What follows belongs to an exercise in optimizing a design on an open flow for small area and a short achievable clock period; a production flow would make more cautious choices. Function was checked by simulation only, so behaviour that the tests miss may differ from the original.

==> inputs of fjord <==
==> flow/design.v (excerpt) <==
module mult8_reg(
    input clk,
    input [7:0] a, b,
    output reg [15:0] z
    );
make LEC_CHECK=0 CAP_MARGIN=20 CORE_MARGIN=2 CORE_UTILIZATION=40 SLEW_MARGIN=20 finish   # period 7.0 ns
run.sh (not shown) runs the stock make flow with config.mk's settings and CLKGATE_MAP_FILE= SYNTH_SCRIPT=/design/flow/synth_recipe.tcl, a recipe that flattens the netlist after the stock synthesis.
==> inputs of cedar, as changes to fjord <==
==> flow/flow/run.sh (new file) <==
#!/bin/bash
# Own layout flow: the standard ORFS flow (standard.sh) with one change in
# synthesis: Yosys's extract_fa step is skipped and ABC maps the logic with a
# delay-targeted script (flow/abc.script) instead of ORFS's abc_speed script.
# Everything else (register names, flatten, rename, floorplan ... finish) is the
# standard flow, except that the port buffers are $PORT_BUF cells and heavily
# loaded registers are upsized after global placement (flow/post_gp.tcl). Each tool writes its full log under orfs/logs/ as in ORFS;
# this script's own output goes to flow_run.log.
set -euo pipefail
W=$PWD
exec > >(tee -a "$W/flow_run.log") 2>&1

python3 - "$W" <<'PY'
import sys, pathlib
w = pathlib.Path(sys.argv[1])
import os
src = pathlib.Path(os.environ["FLOW_HOME"]) / "scripts" / "synth.tcl"
s = src.read_text()
pre = "source $::env(SCRIPTS_DIR)/synth_preamble.tcl\n"
fa = "  extract_fa {*}[dont_use_extract_fa_args]\n"
assert s.count(pre) == 1 and s.count(fa) == 1, "synth.tcl changed"
s = s.replace(pre, pre + (
    "set abc_args [list -script %s {*}$lib_args {*}$lib_dont_use_args"
    " -constr $::env(OBJECTS_DIR)/abc.constr]\n" % (w / "flow" / "abc.script")))
s = s.replace(fa, "")
(w / "flow_synth_core.tcl").write_text(s)
b = (w / "synth_recipe.tcl").read_text()
line = "source $::env(SCRIPTS_DIR)/synth.tcl"
assert b.count(line) == 1, "synth_recipe.tcl changed"
(w / "flow_synth.tcl").write_text(b.replace(line, "source %s" % (w / "flow_synth_core.tcl")))
t = (w / "standard.sh").read_text()
old = "SYNTH_SCRIPT=%s" % (w / "synth_recipe.tcl")
assert t.count(old) == 1, "standard.sh changed"
(w / "flow_standard.sh").write_text(t.replace(old, "SYNTH_SCRIPT=%s" % (w / "flow_synth.tcl")))
PY

source "$W/flow/knobs.sh"
bash "$W/flow_standard.sh" BUFFER_PORTS_ARGS="-buffer_cell $PORT_BUF" POST_GLOBAL_PLACE_TCL="$W/flow/post_gp.tcl" finish > "$W/flow_make.log" 2>&1 || { tail -40 "$W/flow_make.log"; exit 1; }
tail -5 "$W/flow_make.log"
test -s "$W/out/final.def"
==> flow/flow/abc.script (new file) <==
strash
dch -f
map -D 2000
topo
buffer -p
upsize 2000
dnsize 2000
stime -p
==> flow/flow/knobs.sh (new file) <==
PORT_BUF=sky130_fd_sc_hd__buf_4
export FLOW_FF_BIG=sky130_fd_sc_hd__dfxtp_2 FLOW_FF_FANOUT=4
export FLOW_RT_MARGIN=4.8 FLOW_RT_TNS=10 FLOW_RT_SEQ="sizeup,swap,buffer"
==> flow/flow/post_gp.tcl (new file) <==
# Upsize registers whose output drives many loads (drive strength only; the
# register cell type stays dfxtp).
set db [ord::get_db]
set big [$db findMaster $::env(FLOW_FF_BIG)]
set n 0
foreach inst [[ord::get_db_block] getInsts] {
  if {[[$inst getMaster] getName] ne "sky130_fd_sc_hd__dfxtp_1"} { continue }
  set q [$inst findITerm Q]
  set net [$q getNet]
  if {$net eq "NULL"} { continue }
  if {[llength [$net getITerms]] > $::env(FLOW_FF_FANOUT)} {
    $inst swapMaster $big
    incr n
  }
}
puts "post_gp: upsized $n registers to $::env(FLOW_FF_BIG)"

# Optional: upsize gates on the worst paths only (no buffers), towards a
# tighter internal target than the design's clock.
if {[info exists ::env(FLOW_RT_MARGIN)] && $::env(FLOW_RT_MARGIN) > 0} {
  estimate_parasitics -placement
  repair_timing -setup -setup_margin $::env(FLOW_RT_MARGIN) -repair_tns $::env(FLOW_RT_TNS) \
    -sequence $::env(FLOW_RT_SEQ) -skip_last_gasp
  report_worst_slack
}
==> flow/standard.sh (new file) <==
#!/bin/bash
# synth_recipe.tcl (not shown) runs the flow's synth.tcl, then flattens the netlist and writes it again
# the make line also repeats each setting of config.mk as NAME=value (left out here)
make -C /OpenROAD-flow-scripts/flow DESIGN_CONFIG=/design/flow/config.mk WORK_HOME=/design/flow/orfs CLKGATE_MAP_FILE= SYNTH_SCRIPT=/design/flow/synth_recipe.tcl "${@:-finish}"
removed: flow/run.sh
==> run notes <==
In sequential cell count, cedar and fjord do not differ.
Between cedar and fjord, the lower synthesized cell count is in fjord (gap about 23%, measured against fjord).
In clock-buffer cell count, fjord and cedar do not differ.
In cedar the cell count is higher than in fjord, by 22%.

-- port drivers added, routing unchanged --
Ports are ideal in the flow. The routed layouts listed here were re-timed in OpenROAD.
Step 1 (the two cells are an assumption about what drives the block):
set clk [get_ports {clk}]
set_driving_cell -lib_cell sky130_fd_sc_hd__clkbuf_16 $clk
set_driving_cell -lib_cell sky130_fd_sc_hd__buf_2 [delete_from_list [all_inputs] $clk]
Step 2, shift: input delay + t, output delay - t, t = (earliest + latest rising clock arrival at the registers) / 2. This alone moves slack from input paths to output paths.
Slacks: no drivers / after step 1 / after step 2; pairs: no drivers / after step 1.
| run | shift t [ns] | slack for setup (ns) | worst setup path at the end | cell pins on the clock port's net |
|---|---|---|---|---|
| fjord | 0.332 | 3.527 / 3.527 / 3.472 | input to register | 1 |
| cedar | 0.335 | 4.507 / 4.507 / 4.303 | input to register | 1 |
After both steps setup and hold are still met in every run listed. For cedar, which loses most, drivers alone change the setup slack by 0.000 ns; drivers and shift together by -0.204 ns.
